This is an optimization exercise on Yosys and OpenROAD, whose aim is small area and a short achievable clock period, not a production implementation.
No functional check of the RTL was part of any run shown here.

==> flow/design.v, too long to show whole: its modules and the start of the top module <==
// module register: 18 lines
// module delay: 26 lines
// module multiplexer: 12 lines
// module multiplier: 11 lines
// module adder: 12 lines
// module comparator: 10 lines
// module rectifier: 10 lines
// module distortion: 1124 lines
module distortion
#(
    parameter int WIDTH = 24
)
(
    input logic clk,
    input logic reset,
    input logic enable,
    input logic [WIDTH-1:0] in,
    input logic [WIDTH-1:0] gain,
    input logic [WIDTH-1:0] threshold,
    output logic [WIDTH-1:0] out
);
  // ...
==> flow/run.sh <==
#!/bin/bash
# synth_recipe.tcl (not shown) runs the flow's synth.tcl, then flattens the netlist and writes it again
# the make line also repeats each setting of config.mk as NAME=value (left out here)
make -C /OpenROAD-flow-scripts/flow DESIGN_CONFIG=/design/flow/config.mk WORK_HOME=/design/flow/orfs CLKGATE_MAP_FILE= SYNTH_SCRIPT=/design/flow/synth_recipe.tcl finish
==> flow/config.mk <==
export PLATFORM = sky130hd
export DESIGN_NAME = distortion
export DESIGN_NICKNAME = distortion
export VERILOG_FILES = /design/flow/design.v
export SDC_FILE = /design/flow/constraint.sdc
export NUM_CORES = 4
export LEC_CHECK = 0
export CAP_MARGIN = 20
export CORE_MARGIN = 2
export CORE_UTILIZATION = 40
export SETUP_SLACK_MARGIN = 4.7
export SLEW_MARGIN = 20
==> flow/constraint.sdc <==
create_clock -name core_clock -period 7.5 [get_ports {clk}]
set_input_delay 1.5000 -clock core_clock [delete_from_list [all_inputs] [get_ports {clk}]]
set_output_delay 1.5000 -clock core_clock [all_outputs]
set_load 0.01 [all_outputs]
==> results.sh, run 1 <==
export IMPL_vias_in_the_first_global_route=23791
export IMPL_nets=3475
export IMPL_detail_route_vias_per_cell=5.76
export IMPL_clock_fmax_mhz=279
export IMPL_wl_met3_mm=8.39
export IMPL_total_negative_slack_for_setup_checks_ns=0
export IMPL_synth_simple_gate_area_share_pct=6.21
export IMPL_post_synth_fa_ha_maj_area_fraction_pct=25.2
export IMPL_setup_viol=0
export IMPL_h_tree_depth=2
export IMPL_diodes=0
export IMPL_worst_setup_path_endpoint="x[16]$_DFFE_PP0P_"
export IMPL_nonClockInverterCount=416
export IMPL_fp_row_count=96
export IMPL_path_depth=13
export IMPL_gpl_final_weighted_congestion=0.905
export IMPL_netlist_top_cell_by_area="sky130_fd_sc_hd__dfrtp_1"
export IMPL_routed_via_count=22478
export IMPL_drv_max_cap_violation_count=0
export IMPL_status="complete, no violations"
export IMPL_global_route_usage_met2_pct=40.6
export IMPL_antenna_violating_nets_post_route=0
export IMPL_synth_ff_latch_count=300
export IMPL_synth_area_sq_mm=0.0274
export IMPL_end_kind="register"
export IMPL_post_synth_xor_area_fraction_pct=10.9
export IMPL_critical_path_max_stage_delay_ns=0.50
==> run 2: changes to the inputs <==
--- a/flow/design.v
+++ b/flow/design.v
@@ -818,18 +818,98 @@
 wire s371 = pp_12_16 ^ pp_8_24 ^ pp_9_22;
 wire c372 = (pp_12_16 & pp_8_24) | (pp_12_16 & pp_9_22) | (pp_8_24 & pp_9_22);
 wire s373 = pp_10_20 ^ pp_11_18;
 wire c374 = pp_10_20 & pp_11_18;
 wire s375 = pp_12_17 ^ pp_9_23 ^ pp_10_21;
 wire c376 = (pp_12_17 & pp_9_23) | (pp_12_17 & pp_10_21) | (pp_9_23 & pp_10_21);
 wire s377 = pp_12_18 ^ pp_9_24;
 wire c378 = pp_12_18 & pp_9_24;
-logic [166:0] r2;
-wire  [166:0] r2_d = {pp_11_21, pp_10_23, pp_12_19, c378, pp_11_20, pp_10_22, ~s377, c376, pp_11_19, s375, c374, c372, s373, ~s371, c370, c368, s369, s367, c366, c364, ~s365, s363, c362, c360, s361, s359, c358, c356, ~s357, s355, c354, c352, s353, s351, c350, c348, ~s349, s347, c346, c344, s345, s343, c342, c340, ~s341, s339, c338, c336, s337, s335, c334, c332, ~s333, s331, c330, c328, s329, s327, c326, c324, ~s325, s323, c322, c320, s321, s319, c318, c316, ~s317, s315, c314, c312, s313, s311, c310, c308, ~s309, s307, c306, c304, s305, s303, c302, c300, s301, s299, c298, c296, s297, s295, c294, c292, s293, s291, c290, c288, s289, s287, c286, c284, s285, s283, c282, c280, s281, s279, c278, c276, s277, s275, c274, c272, s273, s271, c270, c268, s269, s267, c266, c264, s265, s263, c262, c260, s261, s259, c258, c256, s257, s255, c254, c252, s253, s251, c250, c248, s249, s247, c246, c244, pp_4_0, s245, s243, c242, pp_3_1, pp_2_3, s241, c240, pp_3_0, pp_2_2, pp_1_4, s239, pp_2_1, pp_1_3, pp_0_5, pp_2_0, pp_1_2, pp_0_4, b_neg[2], pp_1_1, pp_0_3, pp_1_0, pp_0_2, b_neg[1], pp_0_1, pp_0_0, b_neg[0]};
+wire s379 = b_neg[2] ^ pp_0_4;
+wire c380 = b_neg[2] & pp_0_4;
+wire s381 = pp_0_5 ^ pp_1_3;
+wire c382 = pp_0_5 & pp_1_3;
+wire s383 = pp_1_4 ^ pp_2_2 ^ pp_3_0;
+wire c384 = (pp_1_4 & pp_2_2) | (pp_1_4 & pp_3_0) | (pp_2_2 & pp_3_0);
+wire s385 = pp_2_3 ^ pp_3_1 ^ c240;
+wire c386 = (pp_2_3 & pp_3_1) | (pp_2_3 & c240) | (pp_3_1 & c240);
+wire s387 = pp_4_0 ^ c242 ^ s245;
+wire c388 = (pp_4_0 & c242) | (pp_4_0 & s245) | (c242 & s245);
+wire s389 = c246 ^ s249 ^ c244;
+wire c390 = (c246 & s249) | (c246 & c244) | (s249 & c244);
+wire s391 = c250 ^ c248 ^ s251;
+wire c392 = (c250 & c248) | (c250 & s251) | (c248 & s251);
+wire s393 = c252 ^ s255 ^ c254;
+wire c394 = (c252 & s255) | (c252 & c254) | (s255 & c254);
+wire s395 = c256 ^ s259 ^ c258;
+wire c396 = (c256 & s259) | (c256 & c258) | (s259 & c258);
+wire s397 = c260 ^ s263 ^ c262;
+wire c398 = (c260 & s263) | (c260 & c262) | (s263 & c262);
+wire s399 = c264 ^ s267 ^ c266;
+wire c400 = (c264 & s267) | (c264 & c266) | (s267 & c266);
+wire s401 = c268 ^ c270 ^ s271;
+wire c402 = (c268 & c270) | (c268 & s271) | (c270 & s271);
+wire s403 = c272 ^ c274 ^ s275;
+wire c404 = (c272 & c274) | (c272 & s275) | (c274 & s275);
+wire s405 = c276 ^ s279 ^ c278;
+wire c406 = (c276 & s279) | (c276 & c278) | (s279 & c278);
+wire s407 = c280 ^ s283 ^ c282;
+wire c408 = (c280 & s283) | (c280 & c282) | (s283 & c282);
+wire s409 = c284 ^ s287 ^ c286;
+wire c410 = (c284 & s287) | (c284 & c286) | (s287 & c286);
+wire s411 = c288 ^ s291 ^ c290;
+wire c412 = (c288 & s291) | (c288 & c290) | (s291 & c290);
+wire s413 = c292 ^ s295 ^ c294;
+wire c414 = (c292 & s295) | (c292 & c294) | (s295 & c294);
+wire s415 = c296 ^ s299 ^ c298;
+wire c416 = (c296 & s299) | (c296 & c298) | (s299 & c298);
+wire s417 = c300 ^ s303 ^ c302;
+wire c418 = (c300 & s303) | (c300 & c302) | (s303 & c302);
+wire s419 = c304 ^ s307 ^ c306;
+wire c420 = (c304 & s307) | (c304 & c306) | (s307 & c306);
+wire s421 = c308 ^ s311 ^ c310;
+wire c422 = (c308 & s311) | (c308 & c310) | (s311 & c310);
+wire s423 = c312 ^ s315 ^ c314;
+wire c424 = (c312 & s315) | (c312 & c314) | (s315 & c314);
+wire s425 = c316 ^ s319 ^ c318;
+wire c426 = (c316 & s319) | (c316 & c318) | (s319 & c318);
+wire s427 = c320 ^ s323 ^ c322;
+wire c428 = (c320 & s323) | (c320 & c322) | (s323 & c322);
+wire s429 = c324 ^ s327 ^ c326;
+wire c430 = (c324 & s327) | (c324 & c326) | (s327 & c326);
+wire s431 = c328 ^ s331 ^ c330;
+wire c432 = (c328 & s331) | (c328 & c330) | (s331 & c330);
+wire s433 = s335 ^ c332 ^ c334;
+wire c434 = (s335 & c332) | (s335 & c334) | (c332 & c334);
+wire s435 = c336 ^ s339 ^ s341;
+wire c436 = (c336 & s339) | (c336 & s341) | (s339 & s341);
+wire s437 = c340 ^ s343 ^ c342;
+wire c438 = (c340 & s343) | (c340 & c342) | (s343 & c342);
+wire s439 = c344 ^ s347 ^ s349;
+wire c440 = (c344 & s347) | (c344 & s349) | (s347 & s349);
+wire s441 = c348 ^ s351 ^ s353;
+wire c442 = (c348 & s351) | (c348 & s353) | (s351 & s353);
+wire s443 = s355 ^ c352 ^ c354;
+wire c444 = (s355 & c352) | (s355 & c354) | (c352 & c354);
+wire s445 = s359 ^ c356 ^ c358;
+wire c446 = (s359 & c356) | (s359 & c358) | (c356 & c358);
+wire s447 = c360 ^ s363 ^ c362;
+wire c448 = (c360 & s363) | (c360 & c362) | (s363 & c362);
+wire s449 = c364 ^ s367 ^ s369;
+wire c450 = (c364 & s367) | (c364 & s369) | (s367 & s369);
+wire s451 = s373 ^ c368 ^ s371;
+wire c452 = (s373 & c368) | (s373 & s371) | (c368 & s371);
+wire s453 = pp_11_19 ^ c374 ^ c372;
+wire c454 = (pp_11_19 & c374) | (pp_11_19 & c372) | (c374 & c372);
+wire s455 = pp_10_22 ^ pp_11_20 ^ s377;
+wire c456 = (pp_10_22 & pp_11_20) | (pp_10_22 & s377) | (pp_11_20 & s377);
+wire s457 = pp_12_19 ^ pp_10_23 ^ pp_11_21;
+wire c458 = (pp_12_19 & pp_10_23) | (pp_12_19 & pp_11_21) | (pp_10_23 & pp_11_21);
+logic [127:0] r2;
+wire  [127:0] r2_d = {c378, s457, c456, c376, ~s455, c454, s375, s453, c452, c370, ~s451, c450, c366, s449, c448, ~s365, s447, c446, s361, s445, c444, ~s357, s443, c442, c350, s441, c440, c346, ~s439, c438, s345, s437, c436, c338, ~s435, c434, s337, s433, c432, ~s333, s431, c430, s329, s429, c428, ~s325, s427, c426, s321, s425, c424, ~s317, s423, c422, s313, s421, c420, ~s309, s419, c418, s305, s417, c416, s301, s415, c414, s297, s413, c412, s293, s411, c410, s289, s409, c408, s285, s407, c406, s281, s405, c404, s277, s403, c402, s273, s401, c400, s269, s399, c398, s265, s397, c396, s261, s395, c394, s257, s393, c392, s253, s391, c390, s247, s389, c388, s243, s387, c386, s241, s385, c384, s239, s383, c382, pp_2_1, s381, c380, pp_2_0, pp_1_2, s379, pp_1_1, pp_0_3, pp_1_0, pp_0_2, b_neg[1], pp_0_1, pp_0_0, b_neg[0]};
 always_ff @(posedge clk or posedge reset) begin
     if (reset) r2 <= '0;
     else if (enable) r2 <= r2_d;
 end
 wire q0 = r2[0];
 wire q1 = r2[1];
 wire q2 = r2[2];
 wire q3 = r2[3];
@@ -894,317 +974,198 @@
 wire q62 = r2[62];
 wire q63 = r2[63];
 wire q64 = r2[64];
 wire q65 = r2[65];
 wire q66 = r2[66];
 wire q67 = r2[67];
 wire q68 = r2[68];
 wire q69 = r2[69];
-wire q70 = r2[70];
+wire q70 = r2[70] ^ 1'b1;
 wire q71 = r2[71];
 wire q72 = r2[72];
 wire q73 = r2[73];
 wire q74 = r2[74];
 wire q75 = r2[75];
-wire q76 = r2[76];
+wire q76 = r2[76] ^ 1'b1;
 wire q77 = r2[77];
 wire q78 = r2[78];
 wire q79 = r2[79];
 wire q80 = r2[80];
 wire q81 = r2[81];
-wire q82 = r2[82];
+wire q82 = r2[82] ^ 1'b1;
 wire q83 = r2[83];
 wire q84 = r2[84];
 wire q85 = r2[85];
 wire q86 = r2[86];
 wire q87 = r2[87];
-wire q88 = r2[88];
+wire q88 = r2[88] ^ 1'b1;
 wire q89 = r2[89];
-wire q90 = r2[90] ^ 1'b1;
+wire q90 = r2[90];
 wire q91 = r2[91];
 wire q92 = r2[92];
-wire q93 = r2[93];
+wire q93 = r2[93] ^ 1'b1;
 wire q94 = r2[94];
 wire q95 = r2[95];
 wire q96 = r2[96];
 wire q97 = r2[97];
-wire q98 = r2[98] ^ 1'b1;
-wire q99 = r2[99];
+wire q98 = r2[98];
+wire q99 = r2[99] ^ 1'b1;
 wire q100 = r2[100];
 wire q101 = r2[101];
 wire q102 = r2[102];
 wire q103 = r2[103];
 wire q104 = r2[104];
 wire q105 = r2[105];
 wire q106 = r2[106] ^ 1'b1;
 wire q107 = r2[107];
 wire q108 = r2[108];
 wire q109 = r2[109];
 wire q110 = r2[110];
 wire q111 = r2[111];
-wire q112 = r2[112];
+wire q112 = r2[112] ^ 1'b1;
 wire q113 = r2[113];
-wire q114 = r2[114] ^ 1'b1;
+wire q114 = r2[114];
 wire q115 = r2[115];
 wire q116 = r2[116];
-wire q117 = r2[117];
+wire q117 = r2[117] ^ 1'b1;
 wire q118 = r2[118];
 wire q119 = r2[119];
 wire q120 = r2[120];
 wire q121 = r2[121];
-wire q122 = r2[122] ^ 1'b1;
-wire q123 = r2[123];
+wire q122 = r2[122];
+wire q123 = r2[123] ^ 1'b1;
 wire q124 = r2[124];
 wire q125 = r2[125];
 wire q126 = r2[126];
 wire q127 = r2[127];
-wire q128 = r2[128];
-wire q129 = r2[129];
-wire q130 = r2[130] ^ 1'b1;
-wire q131 = r2[131];
-wire q132 = r2[132];
-wire q133 = r2[133];
-wire q134 = r2[134];
-wire q135 = r2[135];
-wire q136 = r2[136];
-wire q137 = r2[137];
-wire q138 = r2[138] ^ 1'b1;
-wire q139 = r2[139];
-wire q140 = r2[140];
-wire q141 = r2[141];
-wire q142 = r2[142];
-wire q143 = r2[143];
-wire q144 = r2[144];
-wire q145 = r2[145];
-wire q146 = r2[146] ^ 1'b1;
-wire q147 = r2[147];
-wire q148 = r2[148];
-wire q149 = r2[149];
-wire q150 = r2[150];
-wire q151 = r2[151];
-wire q152 = r2[152];
-wire q153 = r2[153] ^ 1'b1;
-wire q154 = r2[154];
-wire q155 = r2[155];
-wire q156 = r2[156];
-wire q157 = r2[157];
-wire q158 = r2[158];
-wire q159 = r2[159];
-wire q160 = r2[160] ^ 1'b1;
-wire q161 = r2[161];
-wire q162 = r2[162];
-wire q163 = r2[163];
-wire q164 = r2[164];
-wire q165 = r2[165];
-wire q166 = r2[166];
-wire s379 = 1'b1 ^ q87;
-wire c380 = 1'b1 & q87;
-wire s381 = 1'b1 ^ q91 ^ q92;
-wire c382 = (1'b1 & q91) | (1'b1 & q92) | (q91 & q92);
-wire s383 = q95 ^ q96;
-wire c384 = q95 & q96;
-wire s385 = 1'b1 ^ q99 ^ q100;
-wire c386 = (1'b1 & q99) | (1'b1 & q100) | (q99 & q100);
-wire s387 = q103 ^ q104;
-wire c388 = q103 & q104;
-wire s389 = 1'b1 ^ q107 ^ q108;
-wire c390 = (1'b1 & q107) | (1'b1 & q108) | (q107 & q108);
-wire s391 = q111 ^ q112;
-wire c392 = q111 & q112;
-wire s393 = 1'b1 ^ q115 ^ q116;
-wire c394 = (1'b1 & q115) | (1'b1 & q116) | (q115 & q116);
-wire s395 = q119 ^ q120;
-wire c396 = q119 & q120;
-wire s397 = 1'b1 ^ q123 ^ q124;
-wire c398 = (1'b1 & q123) | (1'b1 & q124) | (q123 & q124);
-wire s399 = q127 ^ q128;
-wire c400 = q127 & q128;
-wire s401 = 1'b1 ^ q131 ^ q132;
-wire c402 = (1'b1 & q131) | (1'b1 & q132) | (q131 & q132);
-wire s403 = q135 ^ q136;
-wire c404 = q135 & q136;
-wire s405 = 1'b1 ^ q139 ^ q140;
-wire c406 = (1'b1 & q139) | (1'b1 & q140) | (q139 & q140);
-wire s407 = q143 ^ q144;
-wire c408 = q143 & q144;
-wire s409 = 1'b1 ^ q147 ^ q148;
-wire c410 = (1'b1 & q147) | (1'b1 & q148) | (q147 & q148);
-wire s411 = q151 ^ q152;
-wire c412 = q151 & q152;
-wire s413 = 1'b1 ^ q155 ^ q156;
-wire c414 = (1'b1 & q155) | (1'b1 & q156) | (q155 & q156);
-wire s415 = q159 ^ q160;
-wire c416 = q159 & q160;
-wire s417 = 1'b1 ^ q163 ^ q164;
-wire c418 = (1'b1 & q163) | (1'b1 & q164) | (q163 & q164);
-wire s419 = q8 ^ q9;
-wire c420 = q8 & q9;
-wire s421 = q12 ^ q13;
-wire c422 = q12 & q13;
-wire s423 = q15 ^ q16 ^ q17;
-wire c424 = (q15 & q16) | (q15 & q17) | (q16 & q17);
-wire s425 = q19 ^ q20 ^ q21;
-wire c426 = (q19 & q20) | (q19 & q21) | (q20 & q21);
-wire s427 = q23 ^ q24 ^ q25;
-wire c428 = (q23 & q24) | (q23 & q25) | (q24 & q25);
-wire s429 = q27 ^ q28 ^ q29;
-wire c430 = (q27 & q28) | (q27 & q29) | (q28 & q29);
-wire s431 = q31 ^ q32 ^ q33;
-wire c432 = (q31 & q32) | (q31 & q33) | (q32 & q33);
-wire s433 = q35 ^ q36 ^ q37;
-wire c434 = (q35 & q36) | (q35 & q37) | (q36 & q37);
-wire s435 = q39 ^ q40 ^ q41;
-wire c436 = (q39 & q40) | (q39 & q41) | (q40 & q41);
-wire s437 = q43 ^ q44 ^ q45;
-wire c438 = (q43 & q44) | (q43 & q45) | (q44 & q45);
-wire s439 = q47 ^ q48 ^ q49;
-wire c440 = (q47 & q48) | (q47 & q49) | (q48 & q49);
-wire s441 = q51 ^ q52 ^ q53;
-wire c442 = (q51 & q52) | (q51 & q53) | (q52 & q53);
-wire s443 = q55 ^ q56 ^ q57;
-wire c444 = (q55 & q56) | (q55 & q57) | (q56 & q57);
-wire s445 = q59 ^ q60 ^ q61;
-wire c446 = (q59 & q60) | (q59 & q61) | (q60 & q61);
-wire s447 = q63 ^ q64 ^ q65;
-wire c448 = (q63 & q64) | (q63 & q65) | (q64 & q65);
-wire s449 = q67 ^ q68 ^ q69;
-wire c450 = (q67 & q68) | (q67 & q69) | (q68 & q69);
-wire s451 = q71 ^ q72 ^ q73;
-wire c452 = (q71 & q72) | (q71 & q73) | (q72 & q73);
-wire s453 = q75 ^ q76 ^ q77;
-wire c454 = (q75 & q76) | (q75 & q77) | (q76 & q77);
-wire s455 = q79 ^ q80 ^ q81;
-wire c456 = (q79 & q80) | (q79 & q81) | (q80 & q81);
-wire s457 = q83 ^ q84 ^ q85;
-wire c458 = (q83 & q84) | (q83 & q85) | (q84 & q85);
-wire s459 = q88 ^ q89 ^ q90;
-wire c460 = (q88 & q89) | (q88 & q90) | (q89 & q90);
-wire s461 = q93 ^ q94 ^ c380;
-wire c462 = (q93 & q94) | (q93 & c380) | (q94 & c380);
-wire s463 = q97 ^ q98 ^ s383;
-wire c464 = (q97 & q98) | (q97 & s383) | (q98 & s383);
-wire s465 = q101 ^ q102 ^ c384;
-wire c466 = (q101 & q102) | (q101 & c384) | (q102 & c384);
-wire s467 = q105 ^ q106 ^ s387;
-wire c468 = (q105 & q106) | (q105 & s387) | (q106 & s387);
-wire s469 = q109 ^ q110 ^ c388;
-wire c470 = (q109 & q110) | (q109 & c388) | (q110 & c388);
-wire s471 = q113 ^ q114 ^ s391;
-wire c472 = (q113 & q114) | (q113 & s391) | (q114 & s391);
-wire s473 = q117 ^ q118 ^ c392;
-wire c474 = (q117 & q118) | (q117 & c392) | (q118 & c392);
-wire s475 = q121 ^ q122 ^ s395;
-wire c476 = (q121 & q122) | (q121 & s395) | (q122 & s395);
-wire s477 = q125 ^ q126 ^ c396;
-wire c478 = (q125 & q126) | (q125 & c396) | (q126 & c396);
-wire s479 = q129 ^ q130 ^ s399;
-wire c480 = (q129 & q130) | (q129 & s399) | (q130 & s399);
-wire s481 = q133 ^ q134 ^ c400;
-wire c482 = (q133 & q134) | (q133 & c400) | (q134 & c400);
-wire s483 = q137 ^ q138 ^ s403;
-wire c484 = (q137 & q138) | (q137 & s403) | (q138 & s403);
-wire s485 = q141 ^ q142 ^ c404;
-wire c486 = (q141 & q142) | (q141 & c404) | (q142 & c404);
-wire s487 = q145 ^ q146 ^ s407;
-wire c488 = (q145 & q146) | (q145 & s407) | (q146 & s407);
-wire s489 = q149 ^ q150 ^ c408;
-wire c490 = (q149 & q150) | (q149 & c408) | (q150 & c408);
-wire s491 = q153 ^ q154 ^ s411;
-wire c492 = (q153 & q154) | (q153 & s411) | (q154 & s411);
-wire s493 = q157 ^ q158 ^ c412;
-wire c494 = (q157 & q158) | (q157 & c412) | (q158 & c412);
-wire s495 = q161 ^ q162 ^ s415;
-wire c496 = (q161 & q162) | (q161 & s415) | (q162 & s415);
-wire s497 = q165 ^ q166 ^ c416;
-wire c498 = (q165 & q166) | (q165 & c416) | (q166 & c416);
+wire s459 = 1'b1 ^ q68;
+wire c460 = 1'b1 & q68;
+wire s461 = 1'b1 ^ q71 ^ q72;
+wire c462 = (1'b1 & q71) | (1'b1 & q72) | (q71 & q72);
+wire s463 = q74 ^ q75;
+wire c464 = q74 & q75;
+wire s465 = 1'b1 ^ q77 ^ q78;
+wire c466 = (1'b1 & q77) | (1'b1 & q78) | (q77 & q78);
+wire s467 = q80 ^ q81;
+wire c468 = q80 & q81;
+wire s469 = 1'b1 ^ q83 ^ q84;
+wire c470 = (1'b1 & q83) | (1'b1 & q84) | (q83 & q84);
+wire s471 = q86 ^ q87;
+wire c472 = q86 & q87;
+wire s473 = 1'b1 ^ q89 ^ q90;
+wire c474 = (1'b1 & q89) | (1'b1 & q90) | (q89 & q90);
+wire s475 = q92 ^ q93;
+wire c476 = q92 & q93;
+wire s477 = 1'b1 ^ q95 ^ q96;
+wire c478 = (1'b1 & q95) | (1'b1 & q96) | (q95 & q96);
+wire s479 = q98 ^ q99;
+wire c480 = q98 & q99;
+wire s481 = 1'b1 ^ q101 ^ q102;
+wire c482 = (1'b1 & q101) | (1'b1 & q102) | (q101 & q102);
+wire s483 = q104 ^ q105;
+wire c484 = q104 & q105;
+wire s485 = 1'b1 ^ q107 ^ q108;
+wire c486 = (1'b1 & q107) | (1'b1 & q108) | (q107 & q108);
+wire s487 = q110 ^ q111;
+wire c488 = q110 & q111;
+wire s489 = 1'b1 ^ q113 ^ q114;
+wire c490 = (1'b1 & q113) | (1'b1 & q114) | (q113 & q114);
+wire s491 = q116 ^ q117;
+wire c492 = q116 & q117;
+wire s493 = 1'b1 ^ q119 ^ q120;
+wire c494 = (1'b1 & q119) | (1'b1 & q120) | (q119 & q120);
+wire s495 = q122 ^ q123;
+wire c496 = q122 & q123;
+wire s497 = 1'b1 ^ q125 ^ q126;
+wire c498 = (1'b1 & q125) | (1'b1 & q126) | (q125 & q126);
 wire s499 = q3 ^ q4;
 wire c500 = q3 & q4;
 wire s501 = q6 ^ q7;
 wire c502 = q6 & q7;
-wire s503 = q10 ^ q11 ^ s419;
-wire c504 = (q10 & q11) | (q10 & s419) | (q11 & s419);
-wire s505 = q14 ^ c420 ^ s421;
-wire c506 = (q14 & c420) | (q14 & s421) | (c420 & s421);
-wire s507 = q18 ^ c422 ^ s423;
-wire c508 = (q18 & c422) | (q18 & s423) | (c422 & s423);
-wire s509 = q22 ^ c424 ^ s425;
-wire c510 = (q22 & c424) | (q22 & s425) | (c424 & s425);
-wire s511 = q26 ^ c426 ^ s427;
-wire c512 = (q26 & c426) | (q26 & s427) | (c426 & s427);
-wire s513 = q30 ^ c428 ^ s429;
-wire c514 = (q30 & c428) | (q30 & s429) | (c428 & s429);
-wire s515 = q34 ^ c430 ^ s431;
-wire c516 = (q34 & c430) | (q34 & s431) | (c430 & s431);
-wire s517 = q38 ^ c432 ^ s433;
-wire c518 = (q38 & c432) | (q38 & s433) | (c432 & s433);
-wire s519 = q42 ^ c434 ^ s435;
-wire c520 = (q42 & c434) | (q42 & s435) | (c434 & s435);
-wire s521 = q46 ^ c436 ^ s437;
-wire c522 = (q46 & c436) | (q46 & s437) | (c436 & s437);
-wire s523 = q50 ^ c438 ^ s439;
-wire c524 = (q50 & c438) | (q50 & s439) | (c438 & s439);
-wire s525 = q54 ^ c440 ^ s441;
-wire c526 = (q54 & c440) | (q54 & s441) | (c440 & s441);
-wire s527 = q58 ^ c442 ^ s443;
-wire c528 = (q58 & c442) | (q58 & s443) | (c442 & s443);
-wire s529 = q62 ^ c444 ^ s445;
-wire c530 = (q62 & c444) | (q62 & s445) | (c444 & s445);
-wire s531 = q66 ^ c446 ^ s447;
-wire c532 = (q66 & c446) | (q66 & s447) | (c446 & s447);
-wire s533 = q70 ^ c448 ^ s449;
-wire c534 = (q70 & c448) | (q70 & s449) | (c448 & s449);
-wire s535 = q74 ^ c450 ^ s451;
-wire c536 = (q74 & c450) | (q74 & s451) | (c450 & s451);
-wire s537 = q78 ^ c452 ^ s453;
-wire c538 = (q78 & c452) | (q78 & s453) | (c452 & s453);
-wire s539 = q82 ^ c454 ^ s455;
-wire c540 = (q82 & c454) | (q82 & s455) | (c454 & s455);
-wire s541 = q86 ^ c456 ^ s457;
-wire c542 = (q86 & c456) | (q86 & s457) | (c456 & s457);
-wire s543 = s379 ^ c458 ^ s459;
-wire c544 = (s379 & c458) | (s379 & s459) | (c458 & s459);
-wire s545 = c460 ^ s381 ^ s461;
-wire c546 = (c460 & s381) | (c460 & s461) | (s381 & s461);
-wire s547 = c382 ^ c462 ^ s463;
-wire c548 = (c382 & c462) | (c382 & s463) | (c462 & s463);
-wire s549 = s385 ^ c464 ^ s465;
-wire c550 = (s385 & c464) | (s385 & s465) | (c464 & s465);
-wire s551 = c386 ^ c466 ^ s467;
-wire c552 = (c386 & c466) | (c386 & s467) | (c466 & s467);
-wire s553 = s389 ^ c468 ^ s469;
-wire c554 = (s389 & c468) | (s389 & s469) | (c468 & s469);
-wire s555 = c390 ^ c470 ^ s471;
-wire c556 = (c390 & c470) | (c390 & s471) | (c470 & s471);
-wire s557 = s393 ^ c472 ^ s473;
-wire c558 = (s393 & c472) | (s393 & s473) | (c472 & s473);
-wire s559 = c394 ^ c474 ^ s475;
-wire c560 = (c394 & c474) | (c394 & s475) | (c474 & s475);
-wire s561 = s397 ^ c476 ^ s477;
-wire c562 = (s397 & c476) | (s397 & s477) | (c476 & s477);
-wire s563 = c398 ^ c478 ^ s479;
-wire c564 = (c398 & c478) | (c398 & s479) | (c478 & s479);
-wire s565 = s401 ^ c480 ^ s481;
-wire c566 = (s401 & c480) | (s401 & s481) | (c480 & s481);
-wire s567 = c402 ^ c482 ^ s483;
-wire c568 = (c402 & c482) | (c402 & s483) | (c482 & s483);
-wire s569 = s405 ^ c484 ^ s485;
-wire c570 = (s405 & c484) | (s405 & s485) | (c484 & s485);
-wire s571 = c406 ^ c486 ^ s487;
-wire c572 = (c406 & c486) | (c406 & s487) | (c486 & s487);
-wire s573 = s409 ^ c488 ^ s489;
-wire c574 = (s409 & c488) | (s409 & s489) | (c488 & s489);
-wire s575 = c410 ^ c490 ^ s491;
-wire c576 = (c410 & c490) | (c410 & s491) | (c490 & s491);
-wire s577 = s413 ^ c492 ^ s493;
-wire c578 = (s413 & c492) | (s413 & s493) | (c492 & s493);
-wire s579 = c414 ^ c494 ^ s495;
-wire c580 = (c414 & c494) | (c414 & s495) | (c494 & s495);
-wire s581 = s417 ^ c496 ^ s497;
-wire c582 = (s417 & c496) | (s417 & s497) | (c496 & s497);
+wire s503 = q8 ^ q9 ^ q10;
+wire c504 = (q8 & q9) | (q8 & q10) | (q9 & q10);
+wire s505 = q11 ^ q12 ^ q13;
+wire c506 = (q11 & q12) | (q11 & q13) | (q12 & q13);
+wire s507 = q14 ^ q15 ^ q16;
+wire c508 = (q14 & q15) | (q14 & q16) | (q15 & q16);
+wire s509 = q17 ^ q18 ^ q19;
+wire c510 = (q17 & q18) | (q17 & q19) | (q18 & q19);
+wire s511 = q20 ^ q21 ^ q22;
+wire c512 = (q20 & q21) | (q20 & q22) | (q21 & q22);
+wire s513 = q23 ^ q24 ^ q25;
+wire c514 = (q23 & q24) | (q23 & q25) | (q24 & q25);
+wire s515 = q26 ^ q27 ^ q28;
+wire c516 = (q26 & q27) | (q26 & q28) | (q27 & q28);
+wire s517 = q29 ^ q30 ^ q31;
+wire c518 = (q29 & q30) | (q29 & q31) | (q30 & q31);
+wire s519 = q32 ^ q33 ^ q34;
+wire c520 = (q32 & q33) | (q32 & q34) | (q33 & q34);
+wire s521 = q35 ^ q36 ^ q37;
+wire c522 = (q35 & q36) | (q35 & q37) | (q36 & q37);
+wire s523 = q38 ^ q39 ^ q40;
+wire c524 = (q38 & q39) | (q38 & q40) | (q39 & q40);
+wire s525 = q41 ^ q42 ^ q43;
+wire c526 = (q41 & q42) | (q41 & q43) | (q42 & q43);
+wire s527 = q44 ^ q45 ^ q46;
+wire c528 = (q44 & q45) | (q44 & q46) | (q45 & q46);
+wire s529 = q47 ^ q48 ^ q49;
+wire c530 = (q47 & q48) | (q47 & q49) | (q48 & q49);
+wire s531 = q50 ^ q51 ^ q52;
+wire c532 = (q50 & q51) | (q50 & q52) | (q51 & q52);
+wire s533 = q53 ^ q54 ^ q55;
+wire c534 = (q53 & q54) | (q53 & q55) | (q54 & q55);
+wire s535 = q56 ^ q57 ^ q58;
+wire c536 = (q56 & q57) | (q56 & q58) | (q57 & q58);
+wire s537 = q59 ^ q60 ^ q61;
+wire c538 = (q59 & q60) | (q59 & q61) | (q60 & q61);
+wire s539 = q62 ^ q63 ^ q64;
+wire c540 = (q62 & q63) | (q62 & q64) | (q63 & q64);
+wire s541 = q65 ^ q66 ^ q67;
+wire c542 = (q65 & q66) | (q65 & q67) | (q66 & q67);
+wire s543 = q69 ^ q70 ^ s459;
+wire c544 = (q69 & q70) | (q69 & s459) | (q70 & s459);
+wire s545 = q73 ^ c460 ^ s461;
+wire c546 = (q73 & c460) | (q73 & s461) | (c460 & s461);
+wire s547 = q76 ^ s463 ^ c462;
+wire c548 = (q76 & s463) | (q76 & c462) | (s463 & c462);
+wire s549 = q79 ^ c464 ^ s465;
+wire c550 = (q79 & c464) | (q79 & s465) | (c464 & s465);
+wire s551 = q82 ^ s467 ^ c466;
+wire c552 = (q82 & s467) | (q82 & c466) | (s467 & c466);
+wire s553 = q85 ^ c468 ^ s469;
+wire c554 = (q85 & c468) | (q85 & s469) | (c468 & s469);
+wire s555 = q88 ^ s471 ^ c470;
+wire c556 = (q88 & s471) | (q88 & c470) | (s471 & c470);
+wire s557 = q91 ^ c472 ^ s473;
+wire c558 = (q91 & c472) | (q91 & s473) | (c472 & s473);
+wire s559 = q94 ^ s475 ^ c474;
+wire c560 = (q94 & s475) | (q94 & c474) | (s475 & c474);
+wire s561 = q97 ^ c476 ^ s477;
+wire c562 = (q97 & c476) | (q97 & s477) | (c476 & s477);
+wire s563 = q100 ^ s479 ^ c478;
+wire c564 = (q100 & s479) | (q100 & c478) | (s479 & c478);
+wire s565 = q103 ^ c480 ^ s481;
+wire c566 = (q103 & c480) | (q103 & s481) | (c480 & s481);
+wire s567 = q106 ^ s483 ^ c482;
+wire c568 = (q106 & s483) | (q106 & c482) | (s483 & c482);
+wire s569 = q109 ^ c484 ^ s485;
+wire c570 = (q109 & c484) | (q109 & s485) | (c484 & s485);
+wire s571 = q112 ^ s487 ^ c486;
+wire c572 = (q112 & s487) | (q112 & c486) | (s487 & c486);
+wire s573 = q115 ^ c488 ^ s489;
+wire c574 = (q115 & c488) | (q115 & s489) | (c488 & s489);
+wire s575 = q118 ^ s491 ^ c490;
+wire c576 = (q118 & s491) | (q118 & c490) | (s491 & c490);
+wire s577 = q121 ^ c492 ^ s493;
+wire c578 = (q121 & c492) | (q121 & s493) | (c492 & s493);
+wire s579 = q124 ^ s495 ^ c494;
+wire c580 = (q124 & s495) | (q124 & c494) | (s495 & c494);
+wire s581 = q127 ^ c496 ^ s497;
+wire c582 = (q127 & c496) | (q127 & s497) | (c496 & s497);
 wire [43:0] ra = {c580, c578, c576, c574, c572, c570, c568, c566, c564, c562, c560, c558, c556, c554, c552, c550, c548, c546, c544, c542, c540, c538, c536, c534, c532, c530, c528, c526, c524, c522, c520, c518, c516, c514, c512, c510, c508, c506, c504, c502, c500, s499, q2, q0};
 wire [43:0] rb = {s581, s579, s577, s575, s573, s571, s569, s567, s565, s563, s561, s559, s557, s555, s553, s551, s549, s547, s545, s543, s541, s539, s537, s535, s533, s531, s529, s527, s525, s523, s521, s519, s517, s515, s513, s511, s509, s507, s505, s503, s501, q5, 1'b0, q1};
 wire [43:0] psum = ra + rb;
 logic [23:0] x, t;
 always_ff @(posedge clk or posedge reset) begin
     if (reset) begin
         x <= '0; t <= '0;
     end else if (enable) begin
==> run 2 against run 1 <==
Synthesized area decreased by 5.6%. Non-clock buffer count increased by 4. Core utilization increased by 1.4 points. Sequential share of layout area decreased by 2.2 points. Still clean on timing, DRC and antenna. Global-route usage increased by 0.27 points. Clock skew decreased by 0.0076 ns. Critical endpoint is now x[23]$_DFFE_PP0P_. Synthesized cell count decreased by 7.1%.
==> results.sh, run 2 <==
export IMPL_grt_max_degree=158
export IMPL_portBuffers=98
export IMPL_whs_ns=0.491
export IMPL_synthesis_area_per_instance_sq_um=9.65
export IMPL_synth_area_top_cells="sky130_fd_sc_hd__dfrtp_1, sky130_fd_sc_hd__fa_1, sky130_fd_sc_hd__xnor2_1"
export IMPL_vias_in_the_first_global_route=22090
export IMPL_start_util_pct=40.3
export IMPL_layout_cells_most_common_list="sky130_fd_sc_hd__inv_1, sky130_fd_sc_hd__xnor2_1, sky130_fd_sc_hd__dfrtp_1"
export IMPL_grt_first_pass_wirelength_mm=134
export IMPL_worst_setup_path_endpoint="x[23]$_DFFE_PP0P_"
export IMPL_remaining_routing_drc_violations=0
export IMPL_wl_mm=87.9
export IMPL_routed_wire_length_per_instance_um=23.9
export IMPL_drt_initial_drc_count=1952
export IMPL_critPathSlowestCell="sky130_fd_sc_hd__fa_1"
export IMPL_cts_sink_count=261
export IMPL_synth_edf_count=0
export IMPL_worst_r2r_cell_count=10
export IMPL_fp_row_count=93
export IMPL_dieArea_sq_mm=0.0668
export IMPL_routed_via_count=21455
export IMPL_cts_max_path_bufs=3
export IMPL_detail_route_vias_per_cell=5.83
export IMPL_most_common_cell_after_layout_fill_and_taps_aside="sky130_fd_sc_hd__inv_1"
export IMPL_grt_usage_pct=26.0
export IMPL_reg2reg_slack_ns=4.05
export IMPL_end_kind="register"
export IMPL_worstPathRequired_ns=7.97
export IMPL_final_period_utilization_pct=46.0
export IMPL_clock_root_buffer="sky130_fd_sc_hd__clkbuf_16"
export IMPL_syn_num_nets=3169
export IMPL_floorplan_io_pins=99
export IMPL_grt_setup_unrepaired="yes"
export IMPL_crit_reg2reg_capture="x[23]$_DFFE_PP0P_"
export IMPL_timing_worst_setup_path_type="register to register"
export IMPL_synth_area_sq_mm=0.0259
export IMPL_clock_slew_at_the_register_clock_pins_of_the_worst_setup_and_hold_paths_ns=0.05
export IMPL_post_route_min_period_ns=3.45
export IMPL_worst_r2r_startpoint="r2[34]$_DFFE_PP0P_"
export IMPL_synth_async_sr_flop_share_pct=100
export IMPL_cts_tree="yes"
export IMPL_worstSetupStartpoint="r2[34]$_DFFE_PP0P_"
export IMPL_largest_register_ffs=128
export IMPL_total_negative_slack_for_setup_checks_ns=0
export IMPL_final_layout_size_suffix_gt1_share_pct=29.1
export IMPL_clock_fmax_mhz=290
export IMPL_place_hpwl_mm=54.5
export IMPL_post_synth_inst_count=2684
export IMPL_synth_ff_latch_count=261
export IMPL_critPathLaunchType="register"
export IMPL_placeableCoreArea_sq_mm=0.0642
export IMPL_yosys_cell_types_count=76
export IMPL_timing_clock_skew_ns=0.0229
export IMPL_dieHeight_um=259
export IMPL_yosys_cell_count_top_type="sky130_fd_sc_hd__inv_1"
export IMPL_drv_max_cap_violation_count=0
export IMPL_hold_crit_class="register to register"
export IMPL_worstPathArrival_ns=3.92
export IMPL_final_max_slew_violation_count=0
export IMPL_max_flop_register="r2"
export IMPL_netlist_top_cells_count="sky130_fd_sc_hd__inv_1, sky130_fd_sc_hd__xnor2_1, sky130_fd_sc_hd__a22oi_1"
export IMPL_antenna_violating_nets_post_route=0
export IMPL_cp_cell_sequence="fa_1 -> ha_4 -> nand4_1 -> or4_1 -> a211o_1 -> and4_4 -> or3_4 -> a211oi_2 -> o211ai_1 -> o311ai_1"
export IMPL_gr_total_overflow=0
export IMPL_tightest_slew_ns=0.838
export IMPL_clock_insertion_delay_worst_skew_ns=0.57
export IMPL_crit_path_max_fanout=4
export IMPL_status="complete, no violations"
export IMPL_synthFlopType="sky130_fd_sc_hd__dfrtp_1"
export IMPL_gpl_final_weighted_congestion=0.878
export IMPL_antenna_found_initial=0
export IMPL_nets=3285
export IMPL_relSlewSlack_pct=44.1
export IMPL_critical_path_max_stage_delay_ns=0.54
export IMPL_final_hold_violation_count=0
export IMPL_area_share_of_the_largest_cell_type_after_synthesis_pct=25.2
export IMPL_areaGrowthSynthToFinish_pct=26.9
export IMPL_cts_buffers=36
export IMPL_setup_viol=0
export IMPL_synth_sequential_area_ratio_pct=25.2
export IMPL_synthesis_yosys_warnings=1
export IMPL_netlist_top_cell_by_area="sky130_fd_sc_hd__dfrtp_1"
export IMPL_h_tree_depth=2
export IMPL_drt_pass1_iterations=6
export IMPL_chipWidth_um=259
==> run 2: worst min path at each step <==
stage / start / end / slack, ns / depth (start not counted)
detailed placement: out[9]$_DFFE_PP0P_ / out[9]$_DFFE_PP0P_ / 0.49 / 2
global route: out[17]$_DFFE_PP0P_ / out[17]$_DFFE_PP0P_ / 0.51 / 2
floorplan: r2[77]$_DFFE_PP0P_ / r2[77]$_DFFE_PP0P_ / 0.48 / 2
global placement: out[7]$_DFFE_PP0P_ / out[7]$_DFFE_PP0P_ / 0.49 / 2
CTS: out[9]$_DFFE_PP0P_ / out[9]$_DFFE_PP0P_ / 0.50 / 2
finish: out[6]$_DFFE_PP0P_ / out[6]$_DFFE_PP0P_ / 0.49 / 2
==> run 2: cell families (layout without fill, tap and decap cells) <==
kind of cell	count (synthesis)	in the layout	share of synthesized area, %
DFF	261	261	25.2
AOI/OAI and AO/OA	611	614	16.5
adders and majority gates	410	410	26.7
and+or+nand+nor	328	328	5.79
muxes	129	129	5.55
buffers and inverters	611	747	8.94
other	0	1	0
xor gates and xnor gates	334	334	11.3
==> run 2: stage by stage <==
| step | utilization, % | cell area (sq um) | instances | setup slack [ns] |
|---|---|---|---|---|
| 4_1_cts | 49.8 | 32000 | 3648 | 4.10 |
| 2_1_floorplan | - | 27400 | 2684 | 2.56 |
| 6_report | 51.2 | 32900 | 3679 | 4.05 |
| 5_1_grt | 51.2 | 32900 | 3678 | 4.00 |
| 3_3_place_gp | 44.0 | 28200 | 3470 | 3.07 |
| 3_5_place_dp | 44.0 | 28200 | 3470 | 2.98 |
==> run 2: timing repair <==
item                                    4_1_cts  5_1_grt
pin swaps                                   129       98
resized for setup                           395      159
buffers inserted                             96       28
hold buffers                                  0        0
endpoints found under the setup margin      262      309
gates cloned                                 21        2
==> run 2: worst max-delay path, delay by kind of cell, from the launching register on <==
kind | cells | cell delay [ns]
and+or+nand+nor | 4 | 1.37
adders and majority gates | 2 | 0.84
AOI/OAI and AO/OA | 4 | 0.74
DFF | 1 | 0.40
==> run 2: layer usage <==
layer | wire (um) | vias up | GRT usage (%)
met5 | 0 | - | 0
met1 | 36800 | 10919 | 35.6
met2 | 39700 | 1071 | 40.2
li1 | - | 9258 | -
met3 | 8190 | 207 | 6.07
met4 | 3180 | 0 | 9.10
==> run 2: layout make-up <==
cell class | count | area [sq um]
Fill cell | 5714 | 31400
Multi-Input combinational cell | 1815 | 18900
Sequential cell | 261 | 6580
Timing Repair Buffer | 304 | 3630
Inverter | 381 | 1490
Tap cell | 855 | 1070
Clock buffer | 52 | 1050
Clock inverter | 9 | 119
Timing Repair inverter | 1 | 5.00
Antenna cell | 1 | 2.50
==> run 3: changes to the inputs <==
--- a/flow/config.mk
+++ b/flow/config.mk
@@ -8,5 +8,5 @@
 export CAP_MARGIN = 20
 export CORE_MARGIN = 2
 export CORE_UTILIZATION = 40
-export SETUP_SLACK_MARGIN = 4.7
+export SETUP_SLACK_MARGIN = 0
 export SLEW_MARGIN = 20
==> run 3 against run 2 <==
Non-clock buffer count down 148. Register-to-register slack worse by 1.1 ns. Fmax down 25%. Worst hold slack better by 0.010 ns. Synthesized area unchanged. Count of clock-buffer cells in the layout down 2. First-iteration DRC count down 4.4%. Sequential share of layout area up 2.7 points. Wire length down 13%. Critical path type unchanged. Critical endpoint is now r2[60]$_DFFE_PP0P_.
==> results.sh, run 3 <==
export IMPL_status="complete, no violations"
export IMPL_total_negative_slack_for_setup_checks_ns=0
export IMPL_worstPathRequired_ns=7.93
export IMPL_worst_slack_after_detailed_placement_ns=2.94
export IMPL_nets=3132
export IMPL_dieHeight_um=259
export IMPL_timing_worst_setup_path_type="register to register"
export IMPL_antenna_found_initial=0
export IMPL_grt_setup_unrepaired="no"
export IMPL_final_max_slew_violation_count=0
export IMPL_synth_area_top_cells="sky130_fd_sc_hd__dfrtp_1, sky130_fd_sc_hd__fa_1, sky130_fd_sc_hd__xnor2_1"
export IMPL_synth_ff_latch_count=261
export IMPL_start_util_pct=40.3
export IMPL_synth_area_sq_mm=0.0259
export IMPL_areaGrowthSynthToFinish_pct=10.8
export IMPL_netlist_top_cells_count="sky130_fd_sc_hd__inv_1, sky130_fd_sc_hd__xnor2_1, sky130_fd_sc_hd__a22oi_1"
export IMPL_cts_buffers=35
export IMPL_synth_sequential_area_ratio_pct=25.2
export IMPL_synth_edf_count=0
export IMPL_cts_tree="yes"
export IMPL_grt_max_degree=196
export IMPL_cts_max_path_bufs=3
export IMPL_grt_first_pass_wirelength_mm=122
export IMPL_final_layout_size_suffix_gt1_share_pct=9.78
export IMPL_layout_cells_most_common_list="sky130_fd_sc_hd__inv_1, sky130_fd_sc_hd__xnor2_1, sky130_fd_sc_hd__a22oi_1"
export IMPL_drv_max_cap_violation_count=0
export IMPL_netlist_top_cell_by_area="sky130_fd_sc_hd__dfrtp_1"
export IMPL_critical_path_max_stage_delay_ns=0.96
export IMPL_critPathLaunchType="register"
export IMPL_cp_cell_sequence="clkinv_1 -> xnor2_1 -> fa_1 -> inv_1 -> fa_1 -> fa_1 -> fa_1 -> mux2_2"
export IMPL_yosys_cell_types_count=76
export IMPL_drt_pass1_iterations=6
export IMPL_largest_register_ffs=128
export IMPL_yosys_cell_count_top_type="sky130_fd_sc_hd__inv_1"
export IMPL_grt_usage_pct=23.2
export IMPL_wl_mm=76.9
export IMPL_area_share_of_the_largest_cell_type_after_synthesis_pct=25.2
export IMPL_post_route_min_period_ns=4.59
export IMPL_h_tree_depth=2
export IMPL_final_hold_violation_count=0
export IMPL_routed_wire_length_per_instance_um=21.8
export IMPL_floorplan_io_pins=99
export IMPL_timing_clock_skew_ns=0.0392
export IMPL_critPathSlowestCell="sky130_fd_sc_hd__clkinv_1"
export IMPL_cts_sink_count=261
export IMPL_tightest_slew_ns=1.05
export IMPL_clock_root_buffer="sky130_fd_sc_hd__clkbuf_16"
export IMPL_dieArea_sq_mm=0.0668
export IMPL_gr_total_overflow=0
export IMPL_max_flop_register="r2"
export IMPL_setup_viol=0
export IMPL_placeableCoreArea_sq_mm=0.0642
export IMPL_end_kind="register"
export IMPL_vias_in_the_first_global_route=20919
export IMPL_synthesis_area_per_instance_sq_um=9.65
export IMPL_chipWidth_um=259
export IMPL_antenna_violating_nets_post_route=0
export IMPL_cts_hold_repair_buffers=0
export IMPL_cts_resized_gates=0
export IMPL_fp_row_count=93
export IMPL_synthesis_yosys_warnings=1
export IMPL_clock_insertion_delay_worst_skew_ns=0.58
export IMPL_crit_path_max_fanout=15
export IMPL_worstPathArrival_ns=5.02
export IMPL_worst_case_setup_margin_in_the_final_layout_ns=2.91
export IMPL_post_cts_setup_buffers=0
export IMPL_most_common_cell_after_layout_fill_and_taps_aside="sky130_fd_sc_hd__inv_1"
export IMPL_crit_buf_inv=2
export IMPL_synthFlopType="sky130_fd_sc_hd__dfrtp_1"
export IMPL_drt_initial_drc_count=1867
export IMPL_portBuffers=98
export IMPL_post_synth_inst_count=2684
export IMPL_gpl_final_weighted_congestion=0.891
export IMPL_path_delay_family="adder cells"
export IMPL_cp_common_cell="sky130_fd_sc_hd__fa_1"
export IMPL_syn_num_nets=3169
export IMPL_routed_via_count=20115
export IMPL_place_hpwl_mm=53.4
export IMPL_synth_async_sr_flop_share_pct=100
export IMPL_relSlewSlack_pct=30.0
export IMPL_final_period_utilization_pct=61.1
export IMPL_hold_crit_class="register to register"
export IMPL_clock_slew_at_the_register_clock_pins_of_the_worst_setup_and_hold_paths_ns=0.05
export IMPL_remaining_routing_drc_violations=0
export IMPL_clock_fmax_mhz=218
export IMPL_detail_route_vias_per_cell=5.71
## run 3: cell counts after synthesis
Identical to the previous run, type by type.
## run 3: final timing paths
check                                      from                   to  slack, ns  cells past startpoint
hold / removal               out[9]$_DFFE_PP0P_   out[9]$_DFFE_PP0P_       0.50                      2
max in group asynchronous                 reset   r2[29]$_DFFE_PP0P_       4.72                      4
setup / recovery           b_neg[4]$_DFFE_PP0P_   r2[60]$_DFFE_PP0P_       2.91                      8
min in group asynchronous                 reset  r2[121]$_DFFE_PP0P_       1.41                      3
setup reg to reg           b_neg[4]$_DFFE_PP0P_   r2[60]$_DFFE_PP0P_       2.91                      8
hold reg to reg              out[9]$_DFFE_PP0P_   out[9]$_DFFE_PP0P_       0.50                      2
## run 3: routing by layer
layer / part of all wire (%) / vias up / global-route usage (%)
li1: - / 8912 / -
met1: 44 / 10116 / 32.7
met2: 45 / 934 / 35.7
met3: 8.6 / 153 / 4.69
met4: 2.9 / 0 / 7.37
met5: 0 / - / 0
## run 3: per-stage QoR
step,util (%),cells,hold slack [ns],instance area [sq um]
2_1_floorplan,-,2684,0.480,25900
3_3_place_gp,42.9,3465,0.489,27600
3_5_place_dp,42.9,3465,0.493,27600
4_1_cts,44.7,3523,0.506,28700
5_1_grt,44.7,3523,0.518,28700
6_report,44.7,3525,0.501,28700
## run 3: final cells by class
class | instances | area [sq um]
fillers | 6203 | 35500
multi-input cells | 1812 | 17100
clock buffers | 50 | 1040
clock inverters | 8 | 110
well taps | 855 | 1070
inverters | 381 | 1430
repair buffers | 156 | 1450
diodes | 2 | 5.00
flip-flops and latches | 261 | 6530
## run 3: cells by family (layout without fill, tap and decap cells)
logic type / count (synthesis) / count (layout) / share of synthesized area, %
AOI/OAI and AO/OA: 611 / 611 / 16.5
xor gates and xnor gates: 334 / 334 / 11.3
adders and majority gates: 410 / 410 / 26.7
buffers and inverters: 611 / 595 / 8.94
DFF: 261 / 261 / 25.2
muxes: 129 / 129 / 5.55
other: 0 / 2 / 0
and+or+nand+nor: 328 / 328 / 5.79
## run 3: worst min-delay path: cells and delay by family, from the launching register on
family / cells / cell delay [ns]
flops: 1 / 0.34
compound gates: 1 / 0.07
simple gates: 1 / 0.05

[what the ideal ports hide]
How much do the figures lean on ideal ports? The routed layouts below were timed once more, with nothing changed but the port constraints.
Step 1 assumes that a clkbuf_16 drives the clock port and a buf_2 every other input.
Step 2 adds t to the input delays and takes it off the output delays; t is the mean of the earliest and latest rising clock arrival at the registers after step 1. Input paths then give back, and output paths get back, about the clock's delay inside the block.
Slacks: ideal ports / drivers / drivers and shift; pairs: ideal ports / drivers.
run | shift t [ns] | setup slack, ns | clock arrival spread, ns
run 1 | 0.617 | 3.915 / 3.915 / 3.915 | 0.031 / 0.031
run 2 | 0.617 | 4.050 / 4.050 / 3.857 | 0.023 / 0.023
run 3 | 0.618 | 2.914 / 2.914 / 2.914 | 0.039 / 0.040
After both steps every run listed still meets setup and hold. For run 2, which loses most, drivers alone change the setup slack by 0.000 ns; drivers and shift together by -0.193 ns.
